This design comes from an exercise in tuning for small area on the open sky130 flow, not from production work.
Function was checked by simulation only, so behaviour that the tests miss may differ from the original.
No activity file was given, so power comes from the tool's default toggle rates.

--- flow/config.mk ---
export PLATFORM = sky130hd
export DESIGN_NAME = game
export DESIGN_NICKNAME = game
export VERILOG_FILES = /design/flow/design.v
export SDC_FILE = /design/flow/constraint.sdc
export NUM_CORES = 4
export LEC_CHECK = 0
export CAP_MARGIN = 20
export CORE_MARGIN = 2
export CORE_UTILIZATION = 65
export CTS_BUF_LIST = sky130_fd_sc_hd__clkbuf_8
export CTS_CLUSTER_DIAMETER = 60
export CTS_CLUSTER_SIZE = 20
export PLACE_DENSITY = 0.8
export SLEW_MARGIN = 20
--- flow/constraint.sdc ---
create_clock -name core_clock -period 10.0 [get_ports {clk}]
set_input_delay 2.0000 -clock core_clock [delete_from_list [all_inputs] [get_ports {clk}]]
set_output_delay 2.0000 -clock core_clock [all_outputs]
set_load 0.01 [all_outputs]
--- flow/design.v ---
module debounce(rst, in, master_clk, out);
    input rst;
    input in;
    input master_clk;
    output out;
    localparam [15:0] POL = 16'hAAAA;
    reg s0n, s1n;         
    reg d;                
    reg [15:0] r;         
    wire [15:0] c = r ^ POL;
    wire s1 = ~s1n;
    wire mm = d ^ s1;     
    wire low_zero = ~|c[14:0];
    wire fb = c[15] ^ c[13] ^ c[12] ^ c[10] ^ low_zero;
    wire term = low_zero & ~c[15];
    wire [15:0] c_next = mm ? {c[14:0], fb} : 16'h0001;
    always @(posedge master_clk) begin
        s0n <= rst | ~in;
        s1n <= s0n;
        r <= c_next ^ POL;
        d <= ~rst & (term ? s1 : d);
    end
    assign out = d;
endmodule
module clocks(master_clk, rst, RESET, fast_tick);
    input master_clk;
    input rst;
    input RESET;
    output fast_tick;
    localparam [16:0] POL = 17'h0AAAA;
    localparam [16:0] C0 = 17'h00001;
    localparam [16:0] T  = 17'h0B4C5;    
    reg [16:0] r;       
    reg fclk;
    wire [16:0] c = r ^ POL;
    wire term = (c == T);
    wire clr = rst | RESET;
    wire [16:0] c_next = (clr | term) ? C0 : {c[15:0], c[16] ^ c[13]};
    always @(posedge master_clk) begin
        r <= c_next ^ POL;
        fclk <= ~clr & (fclk ^ term);
    end
    assign fast_tick = ~RESET & term & ~fclk;
endmodule
module control(clk, rst, RESET, PROCEED, CONFIRM, num_db, sym1, sym2, sym3, sym4);
    input clk;
    input rst;
    input RESET;
    input PROCEED;
    input CONFIRM;
    input [9:0] num_db;
    output reg [3:0] sym1;
    output reg [3:0] sym2;
    output reg [3:0] sym3;
    output reg [3:0] sym4;
    localparam [3:0] SYM_0 = 4'd0;
    localparam [3:0] SYM_1 = 4'd1;
    localparam [3:0] SYM_2 = 4'd2;
    localparam [3:0] SYM_3 = 4'd3;
    localparam [3:0] SYM_4 = 4'd4;
    localparam [3:0] SYM_5 = 4'd5;
    localparam [3:0] SYM_6 = 4'd6;
    localparam [3:0] SYM_7 = 4'd7;
    localparam [3:0] SYM_8 = 4'd8;
    localparam [3:0] SYM_9 = 4'd9;
    localparam [3:0] SYM_L = 4'd10;
    localparam [3:0] SYM_H = 4'd11;
    localparam [3:0] SYM_B = 4'd12;
    localparam [3:0] SYM_C = 4'd13;
    localparam [1:0] IDLE = 2'd0;
    localparam [1:0] CONFIRM_PRESSED = 2'd1;
    localparam [1:0] FAIL = 2'd2;
    localparam [1:0] SUCCESS = 2'd3;
    localparam [2:0] M_ALL = 3'd1;
    localparam [2:0] M_BALL = 3'd0;
    localparam [2:0] M_BLANK = 3'd6;
    localparam [2:0] M_SC = 3'd3;
    localparam [2:0] M_LO = 3'd4;
    localparam [2:0] M_HI = 3'd5;
    localparam [2:0] P_INIT = 3'd0;
    localparam [2:0] P_A = 3'd1;
    localparam [2:0] P_B = 3'd2;
    localparam [2:0] P_C = 3'd3;
    localparam [2:0] P_D = 3'd4;
    reg [1:0] state;
    reg [2:0] numTry;
    reg [3:0] guess;      
    reg [2:0] pos;
    reg [2:0] mode;
    localparam [127:0] LT = 128'h000000000000000701FF001F00070000;
    localparam [127:0] EQ = 128'h00000000000000080200002000080001;
    wire g_lt = LT[{pos, guess}];
    wire g_eq = EQ[{pos, guess}];
    wire [2:0] pos_next = (pos == P_C) ? P_D : (pos == P_B) ? P_C : (pos == P_A) ? P_B : P_A;
    reg [3:0] sel;
    always @(*) begin
        if (num_db[0]) sel = SYM_0;
        else if (num_db[1]) sel = SYM_1;
        else if (num_db[2]) sel = SYM_2;
        else if (num_db[3]) sel = SYM_3;
        else if (num_db[4]) sel = SYM_4;
        else if (num_db[5]) sel = SYM_5;
        else if (num_db[6]) sel = SYM_6;
        else if (num_db[7]) sel = SYM_7;
        else if (num_db[8]) sel = SYM_8;
        else if (num_db[9]) sel = SYM_9;
        else sel = SYM_B;
    end
    always @(posedge clk) begin
        if (rst) begin
            state <= IDLE;
            numTry <= 3'd0;
            pos <= P_INIT;
            mode <= M_ALL;
        end
        else if (RESET) begin
            state <= IDLE;
            numTry <= 3'd4;
            pos <= pos_next;
            mode <= M_BLANK;
        end
        else begin
            case (state)
                SUCCESS: mode <= M_SC;
                FAIL: mode <= M_ALL;
                IDLE: begin
                    if (CONFIRM && guess != SYM_B) begin
                        numTry <= numTry - 3'd1;
                        state <= CONFIRM_PRESSED;
                    end
                    mode <= (mode == M_ALL || mode == M_BALL) ? M_BALL : M_BLANK;
                end
                default: begin  
                    if (g_eq) state <= SUCCESS;
                    else if (numTry == 3'd0) state <= FAIL;
                    if (PROCEED) state <= IDLE;
                    else if (g_lt) mode <= M_LO;
                    else if (!g_eq) mode <= M_HI;
                end
            endcase
        end
        if (RESET) guess <= SYM_B;
        else if (state == IDLE) guess <= sel;
    end
    wire [3:0] nt_sym = (numTry[1:0] == 2'd0) ? SYM_0 : (numTry[1:0] == 2'd1) ? SYM_1 :
                        (numTry[1:0] == 2'd2) ? SYM_2 : SYM_3;
    always @(*) begin
        sym1 = SYM_8; sym2 = SYM_8; sym3 = SYM_8; sym4 = SYM_8;
        if (mode == M_BALL) begin sym1 = SYM_B; sym2 = SYM_B; sym3 = SYM_8; sym4 = guess; end
        if (mode == M_BLANK) begin sym1 = SYM_B; sym2 = SYM_B; sym3 = SYM_B; sym4 = guess; end
        if (mode == M_SC) begin sym1 = SYM_5; sym2 = SYM_C; sym3 = SYM_B; sym4 = numTry[2] ? guess : nt_sym; end
        if (mode == M_LO) begin sym1 = SYM_L; sym2 = SYM_0; sym3 = SYM_B; sym4 = SYM_B; end
        if (mode == M_HI) begin sym1 = SYM_H; sym2 = SYM_1; sym3 = SYM_B; sym4 = SYM_B; end
    end
endmodule
module cathode_and_anode(clk, rst, fast_tick, sym1, sym2, sym3, sym4, cathode, anode);
    input clk;
    input rst;
    input fast_tick;
    input [3:0] sym1;
    input [3:0] sym2;
    input [3:0] sym3;
    input [3:0] sym4;
    output reg [6:0] cathode;
    output reg [3:0] anode;
    reg [1:0] itr;
    reg started;
    reg [3:0] sym;
    always @(posedge clk) begin
        if (rst) begin
            itr <= 2'b00;
            started <= 1'b0;
            sym <= 4'd8;
        end
        else if (fast_tick) begin
            itr <= {itr[0], ~itr[1]};
            started <= 1'b1;
            sym <= (itr == 2'b00) ? sym1 : (itr == 2'b01) ? sym2 : (itr == 2'b11) ? sym3 : sym4;
        end
    end
    always @(*) begin
        if (!started) anode = 4'b0000;
        else if (itr == 2'b01) anode = 4'b0111;
        else if (itr == 2'b11) anode = 4'b1011;
        else if (itr == 2'b10) anode = 4'b1101;
        else anode = 4'b1110;
    end
    always @(*) begin
        cathode = 7'b1111111;
        if (sym == 4'd0) cathode = 7'b1000000;
        if (sym == 4'd1) cathode = 7'b1111001;
        if (sym == 4'd2) cathode = 7'b0100100;
        if (sym == 4'd3) cathode = 7'b0110000;
        if (sym == 4'd4) cathode = 7'b0011001;
        if (sym == 4'd5) cathode = 7'b0010010;
        if (sym == 4'd6) cathode = 7'b0000010;
        if (sym == 4'd7) cathode = 7'b1111000;
        if (sym == 4'd8) cathode = 7'b0000000;
        if (sym == 4'd9) cathode = 7'b0010000;
        if (sym == 4'd10) cathode = 7'b1000111;
        if (sym == 4'd11) cathode = 7'b0001001;
        if (sym == 4'd13) cathode = 7'b1000110;
    end
endmodule
module game(clk,rst,btnU,btnR,btnL,sw,an,seg);
    input clk;
    input rst;  
    input btnR;
    input btnL;
    input btnU;
    input [9:0] sw;
    output [3:0] an;
    output [6:0] seg;
    wire [9:0] num_db;
    wire debouncedRst;
    wire debouncedCfm;
    wire debouncedPcd;
    genvar i;
    generate
        for (i = 0; i < 10; i = i + 1) begin : db_sw
            debounce u(.rst(rst), .in(sw[i]), .master_clk(clk), .out(num_db[i]));
        end
    endgenerate
    debounce debounceRst(.rst(rst),.in(btnR),.master_clk(clk),.out(debouncedRst));
    debounce debounceCfm(.rst(rst),.in(btnL),.master_clk(clk),.out(debouncedCfm));
    debounce debouncePcd(.rst(rst),.in(btnU),.master_clk(clk),.out(debouncedPcd));
    wire fast_tick;
    clocks clk_div(.master_clk(clk),.rst(rst),.RESET(debouncedRst),.fast_tick(fast_tick));
    wire [3:0] sym1, sym2, sym3, sym4;
    control controlUnit(.clk(clk),.rst(rst),.RESET(debouncedRst),.PROCEED(debouncedPcd),
        .CONFIRM(debouncedCfm),.num_db(num_db),.sym1(sym1),.sym2(sym2),.sym3(sym3),.sym4(sym4));
    cathode_and_anode display(.clk(clk),.rst(rst),.fast_tick(fast_tick),.sym1(sym1),.sym2(sym2),
        .sym3(sym3),.sym4(sym4),.cathode(seg),.anode(an));
endmodule
--- flow/flow/run.sh ---
#!/bin/bash
# Layout flow: the standard flow (standard.sh), with three changes:
#  - after the standard synthesis, the combinational logic between the
#    registers is mapped again by ABC for area (flow/reopt.abc); the
#    registers, their cells, instance names and output nets are kept;
#  - the port buffers are buf_1 cells;
#  - the clock tree is built from clkbuf_4 without dummy loads.
# Each tool writes its full output to its own log file here.
set -euo pipefail
R=orfs/results/sky130hd/game/base
LIB=$FLOW_HOME/platforms/sky130hd/lib/sky130_fd_sc_hd__tt_025C_1v80.lib
YOSYS=$(command -v yosys || echo "$FLOW_HOME/../tools/install/yosys/bin/yosys")

bash standard.sh synth > synth.log 2>&1

cp $R/1_2_yosys.v $R/1_2_yosys_standard.v
DONT_USE=""
for c in $(sed -n '/^export DONT_USE_CELLS/,/^$/p' $FLOW_HOME/platforms/sky130hd/config.mk | grep -o 'sky130_fd_sc_hd__[a-z0-9_]*'); do
  DONT_USE="$DONT_USE -dont_use $c"
done
cat > reopt.ys <<EOS
read_liberty -wb -ignore_miss_func $LIB
read_verilog $R/1_2_yosys_standard.v
hierarchy -top $FLOW_TOP
setattr -mod -unset whitebox -set blackbox 1 =sky130_fd_sc_hd__dfxtp_1 =sky130_fd_sc_hd__edfxtp_1 =sky130_fd_sc_hd__conb_1
rename -hide c:* t:sky130_fd_sc_hd__dfxtp_1 t:sky130_fd_sc_hd__edfxtp_1 %u %d
rename -hide w:_*_
flatten -wb
opt_clean -purge
tee -o reopt_stat_before.txt stat -liberty $LIB
abc -liberty $LIB -script flow/reopt.abc $DONT_USE
opt_clean -purge
hilomap -singleton -hicell sky130_fd_sc_hd__conb_1 HI -locell sky130_fd_sc_hd__conb_1 LO
splitnets
opt_clean -purge
write_verilog -noattr -nohex -nodec reopt.v
EOS
"$YOSYS" -l reopt.log -q reopt.ys > /dev/null 2>&1
# check the new netlist against the library as the standard synthesis does
cat > reopt_check.ys <<EOS
read_liberty -lib $LIB
read_verilog reopt.v
hierarchy -check -top $FLOW_TOP
check -assert -mapped
tee -o reopt_stat_after.txt stat -liberty $LIB
EOS
"$YOSYS" -l reopt_check.log -q reopt_check.ys > /dev/null 2>&1
cp reopt.v $R/1_2_yosys.v
touch $R/1_2_yosys.v

bash standard.sh \
  BUFFER_PORTS_ARGS="-buffer_cell sky130_fd_sc_hd__buf_1" \
  CTS_ARGS="-sink_clustering_enable -repair_clock_nets -sink_clustering_size 12 -sink_clustering_max_diameter 50 -buf_list sky130_fd_sc_hd__clkbuf_4 -dont_use_dummy_load" \
  finish > standard.log 2>&1
--- flow/flow/reopt.abc ---
strash
ifraig
balance
rewrite
refactor
balance
rewrite
rewrite -z
balance
refactor -z
rewrite -z
balance
balance
rewrite
refactor
balance
rewrite
rewrite -z
balance
refactor -z
rewrite -z
balance
dch -f
map -a
topo
strash
balance
rewrite
refactor
balance
rewrite
rewrite -z
balance
refactor -z
rewrite -z
balance
dch -f
map -a
--- flow/standard.sh ---
#!/bin/bash
# synth_recipe.tcl (not shown) runs the flow's synth.tcl, then flattens the netlist and writes it again
# the make line also repeats each setting of config.mk as NAME=value (left out here)
make -C /OpenROAD-flow-scripts/flow DESIGN_CONFIG=/design/flow/config.mk WORK_HOME=/design/flow/orfs CLKGATE_MAP_FILE= SYNTH_SCRIPT=/design/flow/synth_recipe.tcl "${@:-finish}"
==> results of run 1 <==
## sequential cells by signal, indices dropped and copies added, names as in the netlist, 4 cells and up
name               count
clk_div.r             17
controlUnit.guess      4
db_sw.u.d             10
db_sw.u.r            160
db_sw.u.s0n           10
db_sw.u.s1n           10
debounceCfm.r         16
debouncePcd.r         16
debounceRst.r         16
display.sym            4
## layout by cell type (no fill, tap or decap)
cell type  instances
a211oi_1           6
a21boi_0           1
a21oi_1           44
a2bb2oi_1          1
a311oi_1           5
a31oi_1            6
and3_2             1
and3b_2            1
buf_1             25
clkbuf_4          28
clkinv_1          86
dfxtp_1          287
nand2_1          205
nand3_1           16
nand3b_1           2
nand4_1           18
nor2_1           160
nor3_1            30
nor3b_1            3
nor4_1            16
nor4b_1            7
o2111ai_1          1
o211ai_1           2
o21ai_0           38
o22ai_1            6
o311ai_0           2
or2_2              7
or3_2              1
or4_2              1
xnor2_1           23
xor2_1             6
## power groups by stage
stage               sequential [mW]  combinational, mW  clock [mW]
floorplan                      1.31              0.290           0
global placement               1.33              0.358           0
detailed placement             1.32              0.365           0
CTS                            1.30              0.367       0.465
global route                   1.31              0.426       0.513
finish                         1.30              0.366       0.446
## worst max-delay path by stage
| stage | endpoint | slack (ns) |
|---|---|---|
| global route | seg[6] | 5.97 |
| CTS | seg[6] | 6.14 |
| detailed placement | display.sym[0]$_SDFFE_PP0P_ | 5.83 |
| finish | seg[6] | 6.17 |
| floorplan | seg[3] | 7.04 |
| global placement | display.sym[1]$_SDFFE_PP0P_ | 5.86 |
## layer usage
layer / GRT usage / vias to the layer above / wire (µm)
met4: 0.06322 / 0 / 390
met1: 0.2833 / 2825 / 7123
li1: - / 3320 / -
met5: 0 / - / 0
met3: 0.03712 / 33 / 587
met2: 0.3402 / 113 / 6368
## metrics by stage
step           cell area (µm²)  std cells  power, mW    util  hold WS [ns]
2_1_floorplan             8944        982      1.596       -        0.3096
3_3_place_gp              9258       1183      1.683  0.6936        0.3098
3_5_place_dp              9258       1183      1.690  0.6936        0.3121
4_1_cts                   9468       1211      2.132  0.7093        0.3392
5_1_grt                   9468       1211      2.253  0.7093        0.3404
6_report                  9468       1211      2.113  0.7093        0.3380
## area by class of cell
type                    count  area, µm²  share of cell area
flip-flops and latches    287       5746              0.6068
multi-input cells         609       2875              0.3037
inverters                  86      322.8             0.03410
well taps                 176      220.2             0.02326
clock buffers              28      210.2             0.02220
repair buffers             25      93.84            0.009911
## critical path, cell delays in order, from the launching register on
cell and delay [ns]:
dfxtp_1 0.43, clkinv_1 0.17, nor2_1 0.18, o21ai_0 0.14
o21ai_0 0.10, buf_1 0.16
==> impl_metrics.ini, run 1 <==
[die]
core_region_area_um2 = 13350
row_count = 42
die_h_um = 121.3
die_x_um = 121.3
io_pins = 26
die_area_um2 = 14710
initial_core_util = 0.6700

[sta]
tns_ns = 0
finalCriticalPeriod_ns = 3.826
skew_ns = 0.04027
fin_crit_sh = 0.3826
worst_pin_slew_ns = 0.8480
slew_violations = 0
rsz0062_at_grt = false
hold_viol_final = 0
max_freq_mhz = 261.4
setup_viol = 0
max_slew_margin = 0.4312
worst_slack_ns = 6.174

[setup_path]
cp-start-kind = register
r2r-end = controlUnit.numTry[2]$_SDFFE_PP0P_
r2r_slack_ns = 7.91
cp_max_fo = 6
r2r-start = controlUnit.state[1]$_SDFFE_PP0P_
end_kind = output pin
worstRegToRegCells = 10
crit_type = register to output pin
cp.arrival_ns = 1.83
critical_path.startpoint = display.sym[1]$_SDFFE_PP0P_
crit_required_ns = 8.00

[hold_path]
hp-class = register to register
whs_endpoint = debouncePcd.s1n$_DFF_P_
worstHoldStart = debouncePcd.s0n$_DFF_P_
whs_path_depth = 0

[place]
pre_cts_slack_ns = 5.834
gp_congestion = 0.8288
port_buffers = 25
dpl.hpwl_mm = 10.10

[global_routing]
grt_pass1_wl_mm = 25.67
grt_max_degree = 28
grt_overflow_total = 0
antenna_found_initial = 0
track_usage = 0.2081
first_global_vias = 5911

[layout]
fillers = 1071
syn_to_final_growth_pct = 5.862
layout-drive-gt1-share = 0.03768
final_nets = 1052
antennaDiodeCount = 0

[drt]
post_drt_wl_per_cell_um = 11.95
drt-total-wl_mm = 14.47
route.vias.total = 6291
drcViolationCount = 0
vias_per_cell = 5.195
antenna_left = 0
first_pass_iters = 8
drtIter0Drc = 341

[synth]
syn_area_per_cell_um2 = 9.108
ys_warn_count = 4
netlist_instances = 982
synthesis.nets = 997
synth_area_um2 = 8944

[clock_tree]
cts_tree = done
postCtsSetupBuffers = 0
clockRootBuffer = clkbuf_4
cts_hold_buffers = 0
clk_latency_ns = 0.65
cts_buffer_depth = 3
cts.repair.resized = 0
cts_max_level = 1
cts.sinks = 287
numCtsBuffers = 28
path_clk_slew_ns = 0.11

[pwr]
p_int_mw = 1.488
p_clk_frac = 0.211
seq_power_share = 0.616
pwr_density_cell_nw_per_um2 = 223.2
p_leak_nw = 3.658
p_sw_uw = 625.2
p_sw_frac = 0.2959
irDropWorstVdd_mv = 0.1265
pwr-share-comb = 0.173

[run_status]
status = timing/DRC/antenna clean

[run]
drv_cap = 0
==> run 2, diff against run 1 <==
--- a/flow/flow/run.sh
+++ b/flow/flow/run.sh
@@ -50,5 +50,5 @@
 
 bash standard.sh \
   BUFFER_PORTS_ARGS="-buffer_cell sky130_fd_sc_hd__buf_1" \
-  CTS_ARGS="-sink_clustering_enable -repair_clock_nets -sink_clustering_size 12 -sink_clustering_max_diameter 50 -buf_list sky130_fd_sc_hd__clkbuf_4 -dont_use_dummy_load" \
+  CTS_ARGS="-sink_clustering_enable -repair_clock_nets -sink_clustering_size 11 -sink_clustering_max_diameter 50 -buf_list sky130_fd_sc_hd__clkbuf_4 -dont_use_dummy_load" \
   finish > standard.log 2>&1
==> run 2 against run 1 <==
Compared with the run above:
- fmax up 0.26%
- final area increased by 0.16%
- total power increased by 0.40%
- clock power rose by 2%
- critical path type unchanged
==> impl_metrics.ini, run 2 <==
[synth]
synth_area_um2 = 8944
synthesis.nets = 997
netlist_instances = 982
syn_area_per_cell_um2 = 9.108
ys_warn_count = 4

[sta]
worst_pin_slew_ns = 0.8457
finalCriticalPeriod_ns = 3.816
skew_ns = 0.04190
slew_violations = 0
tns_ns = 0
fin_crit_sh = 0.3816
max_slew_margin = 0.4327
rsz0062_at_grt = false
setup_viol = 0
whs_ns = 0.3329
max_freq_mhz = 262.0
hold_viol_final = 0

[setup_path]
crit_required_ns = 8.00
end_kind = output pin
cp.arrival_ns = 1.82
cp_max_fo = 6
cp-start-kind = register
crit_type = register to output pin

[clock_tree]
cts.repair.resized = 0
numCtsBuffers = 30
path_clk_slew_ns = 0.11
cts_hold_buffers = 0
cts_buffer_depth = 3
cts_max_level = 1
clk_latency_ns = 0.65
cts.sinks = 287
clockRootBuffer = clkbuf_4
cts_tree = done
postCtsSetupBuffers = 0

[layout]
syn_to_final_growth_pct = 6.030
final_nets = 1054
most-common-layout-cells = dfxtp_1, nand2_1, nor2_1, clkinv_1, a21oi_1
largestRegisters = db_sw.u.r (160), clk_div.r (17)
antennaDiodeCount = 0
layout-drive-gt1-share = 0.03954
top_register = db_sw.u.r
fin_cells = 1213
largest_register_ffs = 160
layout_commonest_cell = dfxtp_1

[run_status]
status = timing/DRC/antenna clean

[drt]
route.vias.total = 6282
drcViolationCount = 0
post_drt_wl_per_cell_um = 11.85
first_pass_iters = 5
antenna_left = 0
drt-total-wl_mm = 14.37
drtIter0Drc = 399
vias_per_cell = 5.179

[hold_path]
hp-class = register to register

[place]
dpl.hpwl_mm = 10.10
dp.cells = 1183
port_buffers = 25
gp_congestion = 0.8288

[pwr]
irDropWorstVdd_mv = 0.1387
pwr_density_cell_nw_per_um2 = 223.7
p_leak_nw = 3.667

[global_routing]
grtUsageMet2 = 0.3339
grt_overflow_total = 0
track_usage = 0.2048
antenna_found_initial = 0
use_met1 = 0.2808
first_global_vias = 5927
top_usage_layer = met2
grt_max_degree = 28
grt_pass1_wl_mm = 25.41
grt_use_met3 = 0.03947

[die]
die_x_um = 121.3
row_count = 42
core_region_area_um2 = 13350
initial_core_util = 0.6700
io_pins = 26
die_h_um = 121.3
die_area_um2 = 14710

[run]
drv_cap = 0
[run 2: cell types whose count changed in the layout (fill, tap and decap cells not counted), sizes merged]
cell | before | now
clkbuf | 28 | 30
[run 2: final cells by class]
| cell class | count | area [µm²] |
|---|---|---|
| Fill cell | 1070 | 3865 |
| Clock buffer | 30 | 225.2 |
| Sequential cell | 287 | 5746 |
| Multi-Input combinational cell | 609 | 2875 |
| Timing Repair Buffer | 25 | 93.84 |
| Tap cell | 176 | 220.2 |
| Inverter | 86 | 322.8 |
[run 2: per-layer routing]
metal  vias to the layer above  routed length (µm)
met5                         -                   0
met4                         0                 308
met3                        27                 573
met2                       111                6388
met1                      2828                7099
li1                       3316                   -
[run 2: power breakdown]
group,switching (mW),leakage (nW),total [mW],internal (mW)
combinational,0.240,1.19,0.366,0.126
sequential,0.0679,2.34,1.30,1.23
clock,0.318,0.138,0.455,0.138
[run 2: final timing paths]
check | startpoint | endpoint | slack, ns | cells past startpoint
setup / recovery | display.sym[1]$_SDFFE_PP0P_ | seg[6] | 6.18 | 5
hold / removal | db_sw[9].u.s0n$_DFF_P_ | db_sw[9].u.s1n$_DFF_P_ | 0.33 | 0
setup reg to reg | controlUnit.state[1]$_SDFFE_PP0P_ | controlUnit.numTry[2]$_SDFFE_PP0P_ | 7.91 | 10
hold reg to reg | db_sw[9].u.s0n$_DFF_P_ | db_sw[9].u.s1n$_DFF_P_ | 0.33 | 0
[run 2: per-stage QoR]
stage / utilization / worst slack (ns) / area [µm²] / power, mW
after CTS: 0.7104 / 6.135 / 9483 / 2.139
after global placement: 0.6936 / 5.857 / 9258 / 1.683
after global routing: 0.7104 / 5.986 / 9483 / 2.257
after detailed placement: 0.6936 / 5.834 / 9258 / 1.690
final: 0.7104 / 6.184 / 9483 / 2.122
after floorplan: - / 7.038 / 8944 / 1.596
[run 2: worst max-delay path, cell delays in order, from the launching register on]
cell and delay [ns]:
dfxtp_1 0.42, clkinv_1 0.16, nor2_1 0.18, o21ai_0 0.14
o21ai_0 0.10, buf_1 0.16
==> run 3, diff against run 2 <==
--- a/flow/flow/run.sh
+++ b/flow/flow/run.sh
@@ -4,7 +4,7 @@
 #    registers is mapped again by ABC for area (flow/reopt.abc); the
 #    registers, their cells, instance names and output nets are kept;
 #  - the port buffers are buf_1 cells;
-#  - the clock tree is built from clkbuf_4 without dummy loads.
+#  - the clock tree is built from clkbuf_8 without dummy loads.
 # Each tool writes its full output to its own log file here.
 set -euo pipefail
 R=orfs/results/sky130hd/game/base
@@ -50,5 +50,5 @@
 
 bash standard.sh \
   BUFFER_PORTS_ARGS="-buffer_cell sky130_fd_sc_hd__buf_1" \
-  CTS_ARGS="-sink_clustering_enable -repair_clock_nets -sink_clustering_size 11 -sink_clustering_max_diameter 50 -buf_list sky130_fd_sc_hd__clkbuf_4 -dont_use_dummy_load" \
+  CTS_ARGS="-sink_clustering_enable -repair_clock_nets -sink_clustering_size 20 -sink_clustering_max_diameter 60 -buf_list sky130_fd_sc_hd__clkbuf_8 -dont_use_dummy_load" \
   finish > standard.log 2>&1
==> run 3 against run 2 <==
Compared with the run above:
- die area unchanged
- hold slack got worse by 0.023 ns
- worst setup slack improved by 0.14 ns
- sequential share of layout area decreased by 0.14 points
- clock skew decreased by 0.020 ns
- routed wire length increased by 0.61%
- critical path depth unchanged
- non-clock buffer count unchanged
- critical path type unchanged
- largest cell class unchanged
==> impl_metrics.ini, run 3 <==
[run_status]
status = timing/DRC/antenna clean

[synth]
synth_area_um2 = 8944
netlist_instances = 982
ys_warn_count = 4
syn_area_per_cell_um2 = 9.108
synthesis.nets = 997

[setup_path]
end_kind = output pin
cp-start-kind = register
r2r-end = controlUnit.numTry[2]$_SDFFE_PP0P_
crit_type = register to output pin
crit_required_ns = 8.00
crit_path_top_delay_cell = dfxtp_1
worstRegToRegCells = 10
cp_cell_sequence = clkinv_1, nor2_1, o21ai_0, o21ai_0, buf_1
cp_max_fo = 6
path_buf_inv = 2
r2r_slack_ns = 7.91
max_stage_delay_ns = 0.43
cp.arrival_ns = 1.68
critPathTopFamily = flip-flops
cp_common_cell = o21ai_0
r2r-start = controlUnit.state[1]$_SDFFE_PP0P_

[hold_path]
hp-class = register to register
whs_endpoint = db_sw[6].u.s1n$_DFF_P_
worstHoldStart = db_sw[6].u.s0n$_DFF_P_
whs_path_depth = 0

[layout]
multi_input_area_um2 = 2875
largest_register_ffs = 160
top_register = db_sw.u.r
layout_commonest_cell = dfxtp_1
most-common-layout-cells = dfxtp_1, nand2_1, nor2_1, clkinv_1, a21oi_1
fin_util = 0.7121
seq_area_um2 = 5746
layout-drive-gt1-share = 0.02829
largestRegisters = db_sw.u.r (160), clk_div.r (17)
syn_to_final_growth_pct = 6.282
postLayoutCellArea_um2 = 9505
fin_cells = 1201
antennaDiodeCount = 0
fillers = 1056
final_nets = 1042

[pwr]
p_leak_nw = 3.659
pwr_density_cell_nw_per_um2 = 225.7
irDropWorstVdd_mv = 0.1525

[sta]
skew_ns = 0.02185
worst_pin_slew_ns = 0.8347
max_slew_margin = 0.4401
whs_ns = 0.3096
slew_violations = 0
tns_ns = 0
hold_viol_final = 0
setup_viol = 0
rsz0062_at_grt = false
max_freq_mhz = 271.6
fin_crit_sh = 0.3681
finalCriticalPeriod_ns = 3.681

[place]
dpl.hpwl_mm = 10.10
dp.cells = 1183
gp_congestion = 0.8288
place_area_um2 = 9258
port_buffers = 25

[drt]
first_pass_iters = 5
vias_per_cell = 5.196
route.vias.total = 6240
drcViolationCount = 0
drt-total-wl_mm = 14.46
antenna_left = 0
post_drt_wl_per_cell_um = 12.04
drtIter0Drc = 381

[global_routing]
track_usage = 0.2053
antenna_found_initial = 0
grt_overflow_total = 0
first_global_vias = 5823
grt_max_degree = 28
grt_pass1_wl_mm = 25.41

[clock_tree]
numCtsBuffers = 18
cts_max_level = 1
clockRootBuffer = clkbuf_8
cts.repair.resized = 0
cts.sinks = 287
cts_buffer_depth = 3
clk_latency_ns = 0.51
postCtsSetupBuffers = 0
path_clk_slew_ns = 0.11
cts_hold_buffers = 0
cts_tree = done

[die]
die_x_um = 121.3
die_h_um = 121.3
core_region_area_um2 = 13350
io_pins = 26
initial_core_util = 0.6700
die_area_um2 = 14710
row_count = 42

[run]
drv_cap = 0
run 3: changes by cell type in the layout (fill, tap and decap cells not counted), sizes merged:
cell	change
clkbuf	-12
run 3: how the worst max path moves through the flow:
stage	start	endpoint	cells after the start
after floorplan	display.sym[2]$_SDFFE_PP0P_	seg[3]	3
after global placement	rst	display.sym[1]$_SDFFE_PP0P_	4
after detailed placement	rst	display.sym[0]$_SDFFE_PP0P_	4
after CTS	display.sym[1]$_SDFFE_PP0P_	seg[6]	5
after global routing	display.sym[1]$_SDFFE_PP0P_	seg[6]	5
final	display.sym[1]$_SDFFE_PP0P_	seg[6]	5
run 3: layout make-up:
class	instances	share of cell area
sequential	287	0.6044
multi-input combinational	609	0.3025
inverter	86	0.03396
clock buffer	18	0.02606
tap	176	0.02317
timing repair buffer	25	0.009872
run 3: where the power goes:
part / internal, mW / switching, mW
logic: 0.126 / 0.240
clock network: 0.164 / 0.314
registers: 1.23 / 0.0677
total: 1.52 / 0.622
run 3: through the flow:
stage	worst slack, ns	total power [mW]
2_1_floorplan	7.038	1.596
3_3_place_gp	5.857	1.683
3_5_place_dp	5.834	1.690
4_1_cts	6.292	2.164
5_1_grt	6.133	2.277
6_report	6.319	2.145
run 3: metal layers:
layer  up-vias  track usage  wire length, µm  share of wire
met3        29      0.03524              606          0.042
met2       107       0.3364             6372           0.44
li1       3285            -                -              -
met4         0      0.05172              320          0.022
met1      2819       0.2844             7157           0.50
met5         -            0                0              0
==> run 4, diff against run 3 <==
==> flow/flow/run.sh (replaced) <==
#!/bin/bash
# Layout flow: the standard flow (standard.sh), with three changes:
#  - after the standard synthesis, the combinational logic between the
#    registers is mapped again by ABC for area, with each script in flow/abc/;
#    the smallest netlist that passes the library check is kept. The
#    registers, their cells, instance names and output nets are unchanged;
#  - the port buffers are buf_1 cells;
#  - the clock tree is built from small clock buffers without dummy loads.
# Each tool writes its full output to its own log file here.
set -euo pipefail
R=orfs/results/sky130hd/game/base
LIB=$FLOW_HOME/platforms/sky130hd/lib/sky130_fd_sc_hd__tt_025C_1v80.lib
YOSYS=$(command -v yosys || echo "$FLOW_HOME/../tools/install/yosys/bin/yosys")
JOBS=${NUM_CORES:-4}

bash standard.sh synth > synth.log 2>&1

cp $R/1_2_yosys.v $R/1_2_yosys_standard.v
DONT_USE=""
for c in $(sed -n '/^export DONT_USE_CELLS/,/^$/p' $FLOW_HOME/platforms/sky130hd/config.mk | grep -o 'sky130_fd_sc_hd__[a-z0-9_]*'); do
  DONT_USE="$DONT_USE -dont_use $c"
done

mkdir -p reopt
# one remapping per ABC script
n_run=0
for s in flow/abc/*.abc; do
  n=$(basename "$s" .abc)
  cat > reopt/$n.ys <<EOS
read_liberty -wb -ignore_miss_func $LIB
read_verilog $R/1_2_yosys_standard.v
hierarchy -top $FLOW_TOP
setattr -mod -unset whitebox -set blackbox 1 =sky130_fd_sc_hd__dfxtp_1 =sky130_fd_sc_hd__edfxtp_1 =sky130_fd_sc_hd__conb_1
rename -hide c:* t:sky130_fd_sc_hd__dfxtp_1 t:sky130_fd_sc_hd__edfxtp_1 %u %d
rename -hide w:_*_
flatten -wb
opt_clean -purge
abc -liberty $LIB -script $s $DONT_USE
opt_clean -purge
hilomap -singleton -hicell sky130_fd_sc_hd__conb_1 HI -locell sky130_fd_sc_hd__conb_1 LO
splitnets
opt_clean -purge
write_verilog -noattr -nohex -nodec reopt/$n.v
EOS
  # check each result against the library as the standard synthesis does
  cat > reopt/$n.check.ys <<EOS
read_liberty -lib $LIB
read_verilog reopt/$n.v
hierarchy -check -top $FLOW_TOP
check -assert -mapped
tee -q -o reopt/$n.stat stat -liberty $LIB
EOS
  ( "$YOSYS" -l reopt/$n.log -q reopt/$n.ys > /dev/null 2>&1 && \
    "$YOSYS" -l reopt/$n.check.log -q reopt/$n.check.ys > /dev/null 2>&1 ) || rm -f reopt/$n.stat &
  n_run=$((n_run + 1))
  if (( n_run % JOBS == 0 )); then wait; fi
done
wait

best=""
best_area=""
for f in reopt/*.stat; do
  [[ -f "$f" ]] || continue
  a=$(grep 'Chip area for module' "$f" | awk '{print $NF}')
  [[ -n "$a" ]] || continue
  if [[ -z "$best" ]] || awk -v a="$a" -v b="$best_area" 'BEGIN{exit !(a < b)}'; then
    best=$(basename "$f" .stat); best_area=$a
  fi
done
{
  echo "standard synthesis: $(grep 'Chip area for' $R/../../../../reports/sky130hd/game/base/synth_stat.txt 2>/dev/null | awk '{print $NF}')"
  for f in reopt/*.stat; do echo "$(basename "$f" .stat): $(grep 'Chip area for module' "$f" | awk '{print $NF}')"; done
  echo "kept: ${best:-standard synthesis}"
} > reopt_summary.txt
if [[ -n "$best" ]]; then
  cp reopt/$best.v $R/1_2_yosys.v
  touch $R/1_2_yosys.v
fi

bash standard.sh \
  BUFFER_PORTS_ARGS="-buffer_cell sky130_fd_sc_hd__buf_1" \
  CTS_ARGS="-sink_clustering_enable -repair_clock_nets -sink_clustering_size 12 -sink_clustering_max_diameter 50 -buf_list sky130_fd_sc_hd__clkbuf_4 -dont_use_dummy_load" \
  finish > standard.log 2>&1
==> flow/flow/abc/a_r2r2.abc (new file) <==
strash
ifraig
balance
rewrite
refactor
balance
rewrite
rewrite -z
balance
refactor -z
rewrite -z
balance
balance
rewrite
refactor
balance
rewrite
rewrite -z
balance
refactor -z
rewrite -z
balance
dch -f
map -a
topo
strash
balance
rewrite
refactor
balance
rewrite
rewrite -z
balance
refactor -z
rewrite -z
balance
dch -f
map -a
==> flow/flow/abc/b_r2dc2.abc (new file) <==
strash
ifraig
balance
rewrite
refactor
balance
rewrite
rewrite -z
balance
refactor -z
rewrite -z
balance
dc2
dch -f
map -a
==> flow/flow/abc/c_r2dc2x2.abc (new file) <==
strash
ifraig
balance
rewrite
refactor
balance
rewrite
rewrite -z
balance
refactor -z
rewrite -z
balance
dc2
balance
rewrite
refactor
balance
rewrite
rewrite -z
balance
refactor -z
rewrite -z
balance
dc2
dch -f
map -a
==> flow/flow/abc/d_noif.abc (new file) <==
strash
balance
rewrite
refactor
balance
rewrite
rewrite -z
balance
refactor -z
rewrite -z
balance
dc2
balance
rewrite
refactor
balance
rewrite
rewrite -z
balance
refactor -z
rewrite -z
balance
dc2
dch -f
map -a
==> flow/flow/abc/e_x2map.abc (new file) <==
strash
ifraig
balance
rewrite
refactor
balance
rewrite
rewrite -z
balance
refactor -z
rewrite -z
balance
dc2
balance
rewrite
refactor
balance
rewrite
rewrite -z
balance
refactor -z
rewrite -z
balance
dc2
dch -f
map -a
topo
strash
balance
rewrite
refactor
balance
rewrite
rewrite -z
balance
refactor -z
rewrite -z
balance
dc2
balance
rewrite
refactor
balance
rewrite
rewrite -z
balance
refactor -z
rewrite -z
balance
dc2
dch -f
map -a
==> flow/flow/abc/f_x3map.abc (new file) <==
strash
ifraig
balance
rewrite
refactor
balance
rewrite
rewrite -z
balance
refactor -z
rewrite -z
balance
dc2
dch -f
map -a
topo
strash
ifraig
balance
rewrite
refactor
balance
rewrite
rewrite -z
balance
refactor -z
rewrite -z
balance
dc2
dch -f
map -a
topo
strash
ifraig
balance
rewrite
refactor
balance
rewrite
rewrite -z
balance
refactor -z
rewrite -z
balance
dc2
dch -f
map -a
==> flow/flow/abc/g_r2x4.abc (new file) <==
strash
ifraig
balance
rewrite
refactor
balance
rewrite
rewrite -z
balance
refactor -z
rewrite -z
balance
balance
rewrite
refactor
balance
rewrite
rewrite -z
balance
refactor -z
rewrite -z
balance
dch -f
map -a
topo
strash
balance
rewrite
refactor
balance
rewrite
rewrite -z
balance
refactor -z
rewrite -z
balance
dch -f
map -a
topo
strash
balance
rewrite
refactor
balance
rewrite
rewrite -z
balance
refactor -z
rewrite -z
balance
dch -f
map -a
topo
strash
balance
rewrite
refactor
balance
rewrite
rewrite -z
balance
refactor -z
rewrite -z
balance
dch -f
map -a
==> flow/flow/abc/h_dch.abc (new file) <==
strash
ifraig
balance
rewrite
refactor
balance
rewrite
rewrite -z
balance
refactor -z
rewrite -z
balance
dc2
balance
rewrite
refactor
balance
rewrite
rewrite -z
balance
refactor -z
rewrite -z
balance
dc2
dch
map -a
==> flow/flow/abc/i_r2dc2map2.abc (new file) <==
strash
ifraig
balance
rewrite
refactor
balance
rewrite
rewrite -z
balance
refactor -z
rewrite -z
balance
dc2
dch -f
map -a
topo
strash
balance
rewrite
refactor
balance
rewrite
rewrite -z
balance
refactor -z
rewrite -z
balance
dc2
dch -f
map -a
==> flow/flow/abc/j_dc2r2.abc (new file) <==
strash
ifraig
dc2
balance
rewrite
refactor
balance
rewrite
rewrite -z
balance
refactor -z
rewrite -z
balance
dch -f
map -a
removed: flow/flow/reopt.abc
==> run 4 against run 3 <==
Compared with the run above:
- cell count rose by 0.17%
- worst setup slack worse by 0.12 ns
- die area shrank 0.61%
- final area fell by 0.88%
- via count increased by 0.29%
- sequential power is essentially flat
- critical path type unchanged
- total power shrank 0.94%
- largest cell class unchanged
==> impl_metrics.ini, run 4 <==
[run_status]
status = timing/DRC/antenna clean

[synth]
synthesis.nets = 987
synth_area_um2 = 8887
syn_area_per_cell_um2 = 9.143
netlist_instances = 972
ys_warn_count = 4

[sta]
max_freq_mhz = 263.3
tns_ns = 0
rsz0062_at_grt = false
finalCriticalPeriod_ns = 3.797
skew_ns = 0.03929
max_slew_margin = 0.6031
fin_crit_sh = 0.3797
hold_viol_final = 0
setup_viol = 0
whs_ns = 0.3349
worst_pin_slew_ns = 0.5917
slew_violations = 0

[layout]
final_nets = 1043
most-common-layout-cells = dfxtp_1, nand2_1, nor2_1, clkinv_1, a21oi_1
layout-drive-gt1-share = 0.04288
postLayoutCellArea_um2 = 9422
syn_to_final_growth_pct = 6.012
top_register = db_sw.u.r
largest_register_ffs = 160
layout_commonest_cell = dfxtp_1
largestRegisters = db_sw.u.r (160), clk_div.r (17)

[clock_tree]
cts_max_level = 1
cts_tree = done
cts.repair.resized = 0
path_clk_slew_ns = 0.10
clockRootBuffer = clkbuf_4
clk_latency_ns = 0.64
postCtsSetupBuffers = 0
cts_hold_buffers = 0
numCtsBuffers = 28
cts.sinks = 287
cts_buffer_depth = 3

[drt]
antenna_left = 0
vias_per_cell = 5.202
drt-total-wl_mm = 15.24
post_drt_wl_per_cell_um = 12.67
drtIter0Drc = 357
drcViolationCount = 0
route.vias.total = 6258
first_pass_iters = 5

[global_routing]
grt_pass1_wl_mm = 26.74
grt_overflow_total = 0
first_global_vias = 6171
grt_max_degree = 21
track_usage = 0.2195
antenna_found_initial = 1

[hold_path]
hp-class = register to register

[place]
dpl.hpwl_mm = 10.73
place_area_um2 = 9209
port_buffers = 25
gp_congestion = 0.9007

[pwr]
irDropWorstVdd_mv = 0.1387
pwr_density_cell_nw_per_um2 = 225.5
p_int_mw = 1.490
p_clk_frac = 0.211
p_leak_nw = 3.702
p_sw_frac = 0.2986
p_sw_uw = 634.5
pwr-share-comb = 0.172
power.total_mw = 2.125
seq_power_share = 0.617

[setup_path]
worstRegToRegCells = 8
r2r-end = controlUnit.mode[0]$_SDFFE_PP1P_
crit_type = register to output pin
cp.arrival_ns = 1.80
r2r_slack_ns = 7.78
cp-start-kind = register
cp_max_fo = 6
crit_end = seg[6]
crit_required_ns = 8.00
r2r-start = controlUnit.pos[0]$_SDFFE_PP0P_
end_kind = output pin
critical_path.startpoint = display.sym[1]$_SDFFE_PP0P_

[run]
drv_cap = 0

[die]
core_region_area_um2 = 13300
die_x_um = 120.9
io_pins = 26
initial_core_util = 0.6685
die_area_um2 = 14620
die_h_um = 120.9
row_count = 42
## run 4: per-stage QoR
step | cells | utilization | setup WS (ns)
after global placement | 1174 | 0.6926 | 6.254
after global routing | 1203 | 0.7086 | 5.970
after detailed placement | 1174 | 0.6926 | 6.239
after floorplan | 972 | - | 7.038
after CTS | 1202 | 0.7085 | 6.145
final | 1203 | 0.7086 | 6.203
## run 4: cell type report
type                            count  area (µm²)
Clock buffer                       28       210.2
Multi-Input combinational cell    605        2841
Inverter                           80       300.3
Timing Repair Buffer               26       101.3
Fill cell                        1031        3874
Antenna cell                        1       2.502
Tap cell                          176       220.2
Sequential cell                   287        5746
## run 4: critical path, cell delays in order, from the launching register on
cell and delay (ns):
dfxtp_1 0.42, clkinv_1 0.17, nor2_1 0.18, o21ai_0 0.15, o21ai_0 0.10, buf_1 0.16
## run 4: worst min-delay path by stage
| stage | start | endpoint | slack, ns | cells past startpoint |
|---|---|---|---|---|
| floorplan | db_sw[0].u.s0n$_DFF_P_ | db_sw[0].u.s1n$_DFF_P_ | 0.31 | 0 |
| global placement | db_sw[7].u.s0n$_DFF_P_ | db_sw[7].u.s1n$_DFF_P_ | 0.31 | 0 |
| detailed placement | debounceRst.s0n$_DFF_P_ | debounceRst.s1n$_DFF_P_ | 0.31 | 0 |
| CTS | debouncePcd.s0n$_DFF_P_ | debouncePcd.s1n$_DFF_P_ | 0.33 | 0 |
| global route | db_sw[8].u.s0n$_DFF_P_ | db_sw[8].u.s1n$_DFF_P_ | 0.34 | 0 |
| finish | db_sw[8].u.s0n$_DFF_P_ | db_sw[8].u.s1n$_DFF_P_ | 0.33 | 0 |
## run 4: power by group through the flow
stage	Combinational, mW	Clock (mW)	Sequential, mW
2_1_floorplan	0.286	0	1.31
3_3_place_gp	0.354	0	1.33
3_5_place_dp	0.364	0	1.33
4_1_cts	0.367	0.465	1.31
5_1_grt	0.429	0.511	1.32
6_report	0.366	0.448	1.31
## run 4: metal layers
layer	vias up	wire, µm	global-route usage
li1	3283	-	-
met1	2841	7503	0.3040
met2	105	6806	0.3539
met3	29	586	0.03477
met4	0	343	0.07195
met5	-	0	0
==> run 5, diff against run 4 <==
--- a/flow/flow/run.sh
+++ b/flow/flow/run.sh
@@ -79,5 +79,5 @@
 
 bash standard.sh \
   BUFFER_PORTS_ARGS="-buffer_cell sky130_fd_sc_hd__buf_1" \
-  CTS_ARGS="-sink_clustering_enable -repair_clock_nets -sink_clustering_size 12 -sink_clustering_max_diameter 50 -buf_list sky130_fd_sc_hd__clkbuf_4 -dont_use_dummy_load" \
+  CTS_ARGS="-sink_clustering_enable -repair_clock_nets -sink_clustering_size 11 -sink_clustering_max_diameter 50 -buf_list sky130_fd_sc_hd__clkbuf_4 -dont_use_dummy_load" \
   finish > standard.log 2>&1
==> run 5 against run 4 <==
Compared with the run above:
- worst setup slack worse by 0.016 ns
- via count is 0.77% higher
- hold slack worse by 0.010 ns
- highest routed layer unchanged
==> impl_metrics.ini, run 5 <==
[place]
pre_cts_slack_ns = 6.239
gp_congestion = 0.9007
dpl.hpwl_mm = 10.73
dp.cells = 1174
port_buffers = 25
place_area_um2 = 9209

[drt]
vias_per_cell = 5.233
drtIter0Drc = 344
met3_length_um = 660
route.vias.total = 6306
route.met2.wl_mm = 7.013
post_drt_wl_per_cell_um = 12.67
drt-total-wl_mm = 15.27
drcViolationCount = 0
drt-met1-wl_mm = 7.185
antenna_left = 0
dr.max_layer_used = met4
first_pass_iters = 5

[setup_path]
crit_required_ns = 8.00
cp.arrival_ns = 1.81
cp_cell_sequence = clkinv_1, nor2_1, o21ai_0, o21ai_0, buf_1
crit_path_top_delay_cell = dfxtp_1
path_buf_inv = 2
crit_type = register to output pin
end_kind = output pin
cp_max_fo = 6
max_stage_delay_ns = 0.42
cp-start-kind = register
critPathTopFamily = flip-flops
cp_common_cell = o21ai_0

[die]
io_pins = 26
initial_core_util = 0.6685
die_area_um2 = 14620
row_count = 42
die_x_um = 120.9
core_region_area_um2 = 13300
die_h_um = 120.9

[clock_tree]
path_clk_slew_ns = 0.12
clk_latency_ns = 0.66
cts_hold_buffers = 0
cts.repair.resized = 0
clockRootBuffer = clkbuf_4
cts_tree = done
postCtsSetupBuffers = 0
cts_buffer_depth = 3
numCtsBuffers = 30
cts.sinks = 287
cts_max_level = 1

[sta]
whs_ns = 0.3245
tns_ns = 0
worst_pin_slew_ns = 0.6001
max_slew_margin = 0.5975
max_freq_mhz = 262.3
skew_ns = 0.05191
slew_violations = 0
worst_slack_ns = 6.187
setup_viol = 0
fin_crit_sh = 0.3813
hold_viol_final = 0
finalCriticalPeriod_ns = 3.813
rsz0062_at_grt = false

[global_routing]
first_global_vias = 6155
grt_max_degree = 21
track_usage = 0.2187
grt_pass1_wl_mm = 26.63
grt_overflow_total = 0
antenna_found_initial = 1

[synth]
syn_area_per_cell_um2 = 9.143
netlist_instances = 972
synth_area_um2 = 8887
synthesis.nets = 987
ys_warn_count = 4

[layout]
most-common-layout-cells = dfxtp_1, nand2_1, nor2_1, clkinv_1, a21oi_1
final_nets = 1045
syn_to_final_growth_pct = 6.180
fillers = 1034
fin_cells = 1205
layout-drive-gt1-share = 0.04475
postLayoutCellArea_um2 = 9437
fin_util = 0.7098
top_register = db_sw.u.r
largestRegisters = db_sw.u.r (160), clk_div.r (17)
largest_register_ffs = 160
layout_commonest_cell = dfxtp_1

[pwr]
p_leak_nw = 3.711
irDropWorstVdd_mv = 0.1340
power.total_mw = 2.134
pwr_density_cell_nw_per_um2 = 226.2

[run_status]
status = timing/DRC/antenna clean

[hold_path]
hp-class = register to register

[run]
drv_cap = 0
run 5: worst paths after layout:
kind,start,end,slack [ns],cells past startpoint
max,display.sym[1]$_SDFFE_PP0P_,seg[6],6.19,5
min,debouncePcd.s0n$_DFF_P_,debouncePcd.s1n$_DFF_P_,0.32,0
max reg2reg,controlUnit.pos[0]$_SDFFE_PP0P_,controlUnit.mode[0]$_SDFFE_PP1P_,7.89,8
min reg2reg,debouncePcd.s0n$_DFF_P_,debouncePcd.s1n$_DFF_P_,0.32,0
run 5: area by class of cell:
cell class                      count  area, µm²  share of cell area
Multi-Input combinational cell    605       2841              0.3011
Clock buffer                       30      225.2             0.02387
Antenna cell                        1      2.502           0.0002652
Tap cell                          176      220.2             0.02334
Inverter                           80      300.3             0.03182
Timing Repair Buffer               26      101.3             0.01074
Sequential cell                   287       5746              0.6089
run 5: per-layer routing:
metal | up-vias | global-route usage
met3 | 27 | 0.03430
li1 | 3293 | -
met5 | - | 0
met2 | 132 | 0.3631
met1 | 2854 | 0.2954
met4 | 0 | 0.06831
run 5: where the power goes:
| part | total (mW) | switching (mW) | internal, mW |
|---|---|---|---|
| registers | 1.31 | 0.0744 | 1.24 |
| logic | 0.367 | 0.241 | 0.125 |
| clock network | 0.457 | 0.319 | 0.138 |
==> run 6, diff against run 5 <==
--- a/flow/flow/run.sh
+++ b/flow/flow/run.sh
@@ -79,5 +79,5 @@
 
 bash standard.sh \
   BUFFER_PORTS_ARGS="-buffer_cell sky130_fd_sc_hd__buf_1" \
-  CTS_ARGS="-sink_clustering_enable -repair_clock_nets -sink_clustering_size 11 -sink_clustering_max_diameter 50 -buf_list sky130_fd_sc_hd__clkbuf_4 -dont_use_dummy_load" \
+  CTS_ARGS="-sink_clustering_enable -repair_clock_nets -sink_clustering_size 11 -sink_clustering_max_diameter 35 -buf_list sky130_fd_sc_hd__clkbuf_4 -dont_use_dummy_load" \
   finish > standard.log 2>&1
==> run 6 against run 5 <==
Compared with the run above:
- clock skew decreased by 0.00094 ns
- clock power grew 11%
- non-clock buffer count unchanged
==> impl_metrics.ini, run 6 <==
[clock_tree]
numCtsBuffers = 38
path_clk_slew_ns = 0.10
clk_latency_ns = 0.64
postCtsSetupBuffers = 0
cts_max_level = 2
cts_buffer_depth = 3
cts_tree = done
clockRootBuffer = clkbuf_4
cts.repair.resized = 0
cts_hold_buffers = 0
cts.sinks = 287

[pwr]
p_sw_uw = 645.1
p_sw_frac = 0.2956
p_int_mw = 1.537
seq_power_share = 0.601
pwr_density_cell_nw_per_um2 = 229.7
irDropWorstVdd_mv = 0.1357
pwr-share-comb = 0.167
power.total_mw = 2.182
p_clk_frac = 0.232
p_leak_nw = 3.748

[place]
dpl.hpwl_mm = 10.73
gp_congestion = 0.9007
port_buffers = 25

[setup_path]
worstRegToRegCells = 8
r2r-end = controlUnit.mode[0]$_SDFFE_PP1P_
crit_type = register to output pin
crit_required_ns = 8.00
r2r-start = controlUnit.pos[0]$_SDFFE_PP0P_
cp.arrival_ns = 1.78
end_kind = output pin
cp-start-kind = register
r2r_slack_ns = 7.92
cp_max_fo = 6

[die]
io_pins = 26
die_x_um = 120.9
die_h_um = 120.9
row_count = 42
initial_core_util = 0.6685
die_area_um2 = 14620
core_region_area_um2 = 13300

[drt]
drcViolationCount = 0
drtIter0Drc = 375
dr.max_layer_used = met4
met3_length_um = 754
antenna_left = 0
post_drt_wl_per_cell_um = 12.58
route.vias.total = 6331
vias_per_cell = 5.219
drt-met1-wl_mm = 7.288
drt-total-wl_mm = 15.26
first_pass_iters = 7
route.met2.wl_mm = 6.935

[layout]
final_nets = 1053
most-common-layout-cells = dfxtp_1, nand2_1, nor2_1, clkinv_1, a21oi_1
fillers = 1033
syn_to_final_growth_pct = 6.856
layout_commonest_cell = dfxtp_1
largest_register_ffs = 160
largestRegisters = db_sw.u.r (160), clk_div.r (17)
top_register = db_sw.u.r
layout-drive-gt1-share = 0.05212

[hold_path]
worstHoldStart = debounceRst.s0n$_DFF_P_
whs_endpoint = debounceRst.s1n$_DFF_P_
whs_path_depth = 0
hp-class = register to register

[synth]
synthesis.nets = 987
syn_area_per_cell_um2 = 9.143
synth_area_um2 = 8887
netlist_instances = 972
ys_warn_count = 4

[sta]
hold_viol_final = 0
skew_ns = 0.05097
max_slew_margin = 0.5942
tns_ns = 0
setup_viol = 0
rsz0062_at_grt = false
worst_pin_slew_ns = 0.6049
slew_violations = 0
max_freq_mhz = 264.3
finalCriticalPeriod_ns = 3.784
fin_crit_sh = 0.3784

[global_routing]
first_global_vias = 6177
antenna_found_initial = 1
track_usage = 0.2227
grt_overflow_total = 0
grt_max_degree = 21
grt_pass1_wl_mm = 26.71

[run_status]
status = timing/DRC/antenna clean

[run]
drv_cap = 0
run 6: area by class of cell:
| cell class | count | area (µm²) | area share |
|---|---|---|---|
| sequential | 287 | 5746 | 0.6050 |
| multi-input combinational | 605 | 2841 | 0.2992 |
| inverter | 80 | 300.3 | 0.03162 |
| clock buffer | 38 | 285.3 | 0.03004 |
| tap | 176 | 220.2 | 0.02319 |
| timing repair buffer | 26 | 101.3 | 0.01067 |
| antenna | 1 | 2.502 | 0.0002635 |
run 6: per-layer routing:
| layer | vias up | track usage |
|---|---|---|
| met1 | 2862 | 0.2966 |
| met2 | 133 | 0.3546 |
| met4 | 0 | 0.07631 |
| li1 | 3310 | - |
| met5 | - | 0 |
| met3 | 26 | 0.05686 |
run 6: metrics by stage:
step                setup slack, ns  cell area (µm²)    util  hold WS [ns]  cells
floorplan                     7.038             8887       -        0.3096    972
global placement              6.254             9209  0.6926        0.3106   1174
detailed placement            6.239             9209  0.6926        0.3121   1174
CTS                           6.184             9494  0.7141        0.3245   1212
global route                  5.980             9497  0.7143        0.3323   1213
finish                        6.216             9497  0.7143        0.3210   1213
run 6: power groups by stage:
stage / Sequential [mW] / Combinational, mW / Clock, mW
after floorplan: 1.31 / 0.286 / 0
after global placement: 1.33 / 0.354 / 0
after detailed placement: 1.33 / 0.364 / 0
after CTS: 1.31 / 0.366 / 0.525
after global routing: 1.32 / 0.429 / 0.575
final: 1.31 / 0.365 / 0.506
run 6: how the worst max path moves through the flow:
stage | from | endpoint | slack [ns]
6_report | display.sym[1]$_SDFFE_PP0P_ | seg[6] | 6.22
3_5_place_dp | rst | display.sym[1]$_SDFFE_PP0P_ | 6.24
5_1_grt | display.sym[1]$_SDFFE_PP0P_ | seg[6] | 5.98
4_1_cts | display.sym[1]$_SDFFE_PP0P_ | seg[6] | 6.18
2_1_floorplan | display.sym[2]$_SDFFE_PP0P_ | seg[3] | 7.04
3_3_place_gp | rst | display.sym[1]$_SDFFE_PP0P_ | 6.25
run 6: worst max-delay path: stages (launching register included):
cell	delay [ns]
dfxtp_1	0.41
clkinv_1	0.17
nor2_1	0.18
o21ai_0	0.15
o21ai_0	0.10
buf_1	0.16
==> run 7, diff against run 6 <==
--- a/flow/flow/run.sh
+++ b/flow/flow/run.sh
@@ -79,5 +79,5 @@
 
 bash standard.sh \
   BUFFER_PORTS_ARGS="-buffer_cell sky130_fd_sc_hd__buf_1" \
-  CTS_ARGS="-sink_clustering_enable -repair_clock_nets -sink_clustering_size 11 -sink_clustering_max_diameter 35 -buf_list sky130_fd_sc_hd__clkbuf_4 -dont_use_dummy_load" \
+  CTS_ARGS="-sink_clustering_enable -repair_clock_nets -sink_clustering_size 10 -sink_clustering_max_diameter 40 -buf_list sky130_fd_sc_hd__clkbuf_4 -dont_use_dummy_load" \
   finish > standard.log 2>&1
==> run 7 against run 6 <==
Compared with the run above:
- flip-flop and latch count unchanged
- clock-buffer cell count down 2
- global-route usage up 0.10 points
- sequential power about the same
- still clean on timing, DRC and antenna
- clock power down 2%
- worst setup slack better by 0.027 ns
- critical path depth unchanged
- via count down 0.43%
- non-clock buffer count unchanged
- register-to-register slack worse by 0.03 ns
- die area unchanged
- combinational power about the same
- largest power group unchanged
- critical path type unchanged
==> impl_metrics.ini, run 7 <==
[layout]
largestRegisters = db_sw.u.r (160), clk_div.r (17)
most-common-layout-cells = dfxtp_1, nand2_1, nor2_1, clkinv_1, a21oi_1
postLayoutCellArea_um2 = 9482
layout-drive-gt1-share = 0.05029
largest_register_ffs = 160
layout_commonest_cell = dfxtp_1
fin_cells = 1211
top_register = db_sw.u.r
fillers = 1033
final_nets = 1051
syn_to_final_growth_pct = 6.687

[place]
port_buffers = 25
place_area_um2 = 9209
dp.cells = 1174
gp_congestion = 0.9007
dpl.hpwl_mm = 10.73

[setup_path]
critical_path.startpoint = display.sym[1]$_SDFFE_PP0P_
cp_max_fo = 6
max_stage_delay_ns = 0.41
r2r-start = controlUnit.pos[0]$_SDFFE_PP0P_
cp_common_cell = o21ai_0
crit_required_ns = 8.00
cp.arrival_ns = 1.76
end_kind = output pin
cp-start-kind = register
crit_path_top_delay_cell = dfxtp_1
worstRegToRegCells = 8
crit_type = register to output pin
cp_cell_sequence = clkinv_1, nor2_1, o21ai_0, o21ai_0, buf_1

[pwr]
pwr_density_cell_nw_per_um2 = 229.1
p_leak_nw = 3.738
irDropWorstVdd_mv = 0.1377

[drt]
route.vias.total = 6304
vias_per_cell = 5.206
drt-total-wl_mm = 15.28
first_pass_iters = 5
antenna_left = 0
post_drt_wl_per_cell_um = 12.62
drcViolationCount = 0
drtIter0Drc = 395

[die]
die_h_um = 120.9
io_pins = 26
initial_core_util = 0.6685
core_region_area_um2 = 13300
die_x_um = 120.9
row_count = 42
die_area_um2 = 14620

[clock_tree]
numCtsBuffers = 36
path_clk_slew_ns = 0.10
cts.sinks = 287
cts.repair.resized = 0
clockRootBuffer = clkbuf_4
clk_latency_ns = 0.63
cts_buffer_depth = 3
cts_tree = done
postCtsSetupBuffers = 0
cts_hold_buffers = 0
cts_max_level = 2

[global_routing]
grt_max_degree = 21
grt_overflow_total = 0
track_usage = 0.2237
antenna_found_initial = 1
grt_pass1_wl_mm = 26.83
first_global_vias = 6220

[sta]
max_freq_mhz = 266.2
hold_viol_final = 0
finalCriticalPeriod_ns = 3.757
rsz0062_at_grt = false
setup_viol = 0
max_slew_margin = 0.5983
fin_crit_sh = 0.3757
slew_violations = 0
tns_ns = 0
worst_pin_slew_ns = 0.5989
skew_ns = 0.04338

[synth]
synthesis.nets = 987
syn_area_per_cell_um2 = 9.143
synth_area_um2 = 8887
ys_warn_count = 4
netlist_instances = 972

[hold_path]
whs_path_depth = 0
worstHoldStart = db_sw[1].u.s0n$_DFF_P_
hp-class = register to register

[run_status]
status = timing/DRC/antenna clean

[run]
drv_cap = 0
run 7: cell count changes in the layout (fill, tap and decap cells not counted):
cell / change
clkbuf_4: -2
run 7: power breakdown:
part           internal [mW]  switching [mW]
Combinational          0.125           0.241
Sequential              1.24          0.0748
Clock                  0.167           0.329
Total                   1.53           0.645
run 7: layout make-up:
cell class,instances,area (µm²),share of cell area
Timing Repair Buffer,26,101.3,0.01069
Clock buffer,36,270.3,0.02850
Antenna cell,1,2.502,0.0002639
Sequential cell,287,5746,0.6060
Inverter,80,300.3,0.03167
Multi-Input combinational cell,605,2841,0.2997
Tap cell,176,220.2,0.02323
run 7: per-stage QoR:
stage / power, mW / setup slack [ns] / util / hold WS, ns
6_report: 2.173 / 6.243 / 0.7132 / 0.2938
5_1_grt: 2.318 / 6.008 / 0.7132 / 0.2888
4_1_cts: 2.188 / 6.209 / 0.7130 / 0.2921
3_5_place_dp: 1.698 / 6.239 / 0.6926 / 0.3121
3_3_place_gp: 1.688 / 6.254 / 0.6926 / 0.3106
2_1_floorplan: 1.598 / 7.038 / - / 0.3096
run 7: worst paths after layout:
kind,endpoint,slack [ns]
worst max-delay path,seg[6],6.24
worst min-delay path,db_sw[1].u.s1n$_DFF_P_,0.29
worst max register to register,controlUnit.mode[0]$_SDFFE_PP1P_,7.89
worst min register to register,db_sw[1].u.s1n$_DFF_P_,0.29
run 7: routing by layer:
layer  wire length [µm]  vias to the layer above  GRT usage
li1                   -                     3313          -
met1               7266                     2830     0.2985
met2               6899                      126     0.3567
met3                771                       35    0.05451
met4                342                        0    0.07849
met5                  0                        -          0
run 7: worst max-delay path, delay by kind of cell (launching register included):
family / cells / cell delay, ns
compound gates: 2 / 0.25
buf+inv: 2 / 0.33
flops: 1 / 0.41
simple gates: 1 / 0.18
==> run 8, diff against run 7 <==
--- a/flow/flow/run.sh
+++ b/flow/flow/run.sh
@@ -79,5 +79,5 @@
 
 bash standard.sh \
   BUFFER_PORTS_ARGS="-buffer_cell sky130_fd_sc_hd__buf_1" \
-  CTS_ARGS="-sink_clustering_enable -repair_clock_nets -sink_clustering_size 10 -sink_clustering_max_diameter 40 -buf_list sky130_fd_sc_hd__clkbuf_4 -dont_use_dummy_load" \
+  CTS_ARGS="-sink_clustering_enable -repair_clock_nets -sink_clustering_size 20 -sink_clustering_max_diameter 60 -buf_list sky130_fd_sc_hd__clkbuf_8 -dont_use_dummy_load" \
   finish > standard.log 2>&1
==> run 8 against run 7 <==
Compared with the run above:
- die area is the same
- final area decreased by 0.26%
- utilization shrank 0.19 points
- sequential share of layout area is 0.16 points higher
- clock-buffer cell count shrank 18
- combinational power about the same
- cell count fell by 1.6%
- sequential power barely moved
- non-clock buffer count is the same
- critical path type unchanged
==> impl_metrics.ini, run 8 <==
[run_status]
status = timing/DRC/antenna clean

[layout]
fin_util = 0.7113
antennaDiodeCount = 0
most-common-layout-cells = dfxtp_1, nand2_1, nor2_1, clkinv_1, a21oi_1
layout_commonest_cell = dfxtp_1
syn_to_final_growth_pct = 6.406
top_register = db_sw.u.r
postLayoutCellArea_um2 = 9457
layout-drive-gt1-share = 0.03346
largest_register_ffs = 160
largestRegisters = db_sw.u.r (160), clk_div.r (17)
final_nets = 1033

[place]
place_area_um2 = 9209
dpl.hpwl_mm = 10.73
port_buffers = 25
gp_congestion = 0.9007

[global_routing]
grt_pass1_wl_mm = 26.23
first_global_vias = 6050
track_usage = 0.2149
grt_max_degree = 21
grt_overflow_total = 0
antenna_found_initial = 0

[die]
die_h_um = 120.9
initial_core_util = 0.6685
row_count = 42
io_pins = 26
core_region_area_um2 = 13300
die_area_um2 = 14620
die_x_um = 120.9

[sta]
max_slew_margin = 0.5924
rsz0062_at_grt = false
max_freq_mhz = 273.9
skew_ns = 0.04034
setup_viol = 0
slew_violations = 0
fin_crit_sh = 0.3652
tns_ns = 0
worst_pin_slew_ns = 0.6076
finalCriticalPeriod_ns = 3.652
hold_viol_final = 0

[synth]
netlist_instances = 972
syn_area_per_cell_um2 = 9.143
ys_warn_count = 4
synthesis.nets = 987
synth_area_um2 = 8887

[setup_path]
cp_max_fo = 6
cp_cell_sequence = clkinv_1, nor2_1, o21ai_0, o21ai_0, buf_1
end_kind = output pin
path_buf_inv = 2
crit_required_ns = 8.00
cp.arrival_ns = 1.65
cp-start-kind = register
cp_common_cell = o21ai_0
crit_path_top_delay_cell = dfxtp_1
crit_type = register to output pin
critPathTopFamily = flip-flops
max_stage_delay_ns = 0.42

[clock_tree]
cts_max_level = 1
cts_tree = done
cts.sinks = 287
clockRootBuffer = clkbuf_8
cts_buffer_depth = 3
clk_latency_ns = 0.51
cts_hold_buffers = 0
numCtsBuffers = 18
postCtsSetupBuffers = 0
cts.repair.resized = 0
path_clk_slew_ns = 0.12

[drt]
drtIter0Drc = 437
vias_per_cell = 5.238
dr.max_layer_used = met4
route.vias.total = 6244
drcViolationCount = 0
drt-met1-wl_mm = 7.346
route.met2.wl_mm = 6.865
first_pass_iters = 5
antenna_left = 0
post_drt_wl_per_cell_um = 12.68
drt-total-wl_mm = 15.11
met3_length_um = 633

[pwr]
irDropWorstVdd_mv = 0.1576
pwr_density_cell_nw_per_um2 = 227.7
power.total_mw = 2.154
p_leak_nw = 3.702

[run]
drv_cap = 0

[hold_path]
hp-class = register to register
==> run 8: where the power goes <==
part | switching [mW] | total (mW) | internal, mW
combinational | 0.241 | 0.366 | 0.125
clock | 0.314 | 0.478 | 0.164
sequential | 0.0745 | 1.31 | 1.24
==> run 8: layer usage <==
layer,global-route usage,vias to the layer above
li1,-,3250
met1,0.2975,2849
met2,0.3564,122
met3,0.03289,23
met4,0.05160,0
met5,0,-
==> run 8: layout make-up <==
| class | instances | area [µm²] |
|---|---|---|
| clock buffer | 18 | 247.7 |
| fill | 1021 | 3839 |
| inverter | 80 | 300.3 |
| multi-input combinational | 605 | 2841 |
| sequential | 287 | 5746 |
| tap | 176 | 220.2 |
| timing repair buffer | 26 | 101.3 |
==> run 8: per-stage QoR <==
step / hold slack [ns] / cells / setup slack [ns]
2_1_floorplan: 0.3096 / 972 / 7.038
3_3_place_gp: 0.3106 / 1174 / 6.254
3_5_place_dp: 0.3121 / 1174 / 6.239
4_1_cts: 0.3323 / 1192 / 6.329
5_1_grt: 0.3417 / 1192 / 6.143
6_report: 0.3271 / 1192 / 6.348
==> run 8: final timing paths <==
check / slack (ns) / cells after the start / endpoint / start
max: 6.35 / 5 / seg[6] / display.sym[1]$_SDFFE_PP0P_
min: 0.33 / 0 / debounceCfm.s1n$_DFF_P_ / debounceCfm.s0n$_DFF_P_
max reg2reg: 7.85 / 8 / controlUnit.mode[0]$_SDFFE_PP1P_ / controlUnit.pos[0]$_SDFFE_PP0P_
min reg2reg: 0.33 / 0 / debounceCfm.s1n$_DFF_P_ / debounceCfm.s0n$_DFF_P_

## afterwards: timing with drivers on the ports
How much do the figures lean on ideal ports? The routed layouts below were timed once more, with nothing changed but the port constraints.
Step 1, drivers: a clkbuf_16 drives clk and a buf_2 each remaining input, both assumed.
Step 2 times the ports against the registers' clock, not the clock port: input delays grow and output delays shrink by t, the midpoint of the rising clock arrivals with the driver on.
Slacks: ideal / step 1 / step 2; pairs: ideal / step 1.
run | shift t [ns] | setup WS [ns] | worst setup path after step 2 | worst slew at a driven data input, ns | pins driven straight from the clock port
run 1 | 0.668 | 6.174 / 6.141 / 5.775 | input to register | 0.05 | 1
run 2 | 0.664 | 6.184 / 6.151 / 5.800 | input to register | 0.05 | 1
run 3 | 0.537 | 6.319 / 6.283 / 5.765 | input to register | 0.05 | 1
run 4 | 0.663 | 6.203 / 6.165 / 6.224 | input to register | 0.04 | 1
run 5 | 0.666 | 6.187 / 6.153 / 6.216 | input to register | 0.04 | 1
run 6 | 0.653 | 6.216 / 6.181 / 6.205 | input to register | 0.04 | 1
run 7 | 0.639 | 6.243 / 6.208 / 6.204 | input to register | 0.04 | 1
run 8 | 0.528 | 6.348 / 6.312 / 6.198 | input to register | 0.04 | 1
After both steps every run listed still meets setup and hold. The setup slack of run 3, which loses most, moves by -0.036 ns with the drivers and by -0.554 ns with both steps.
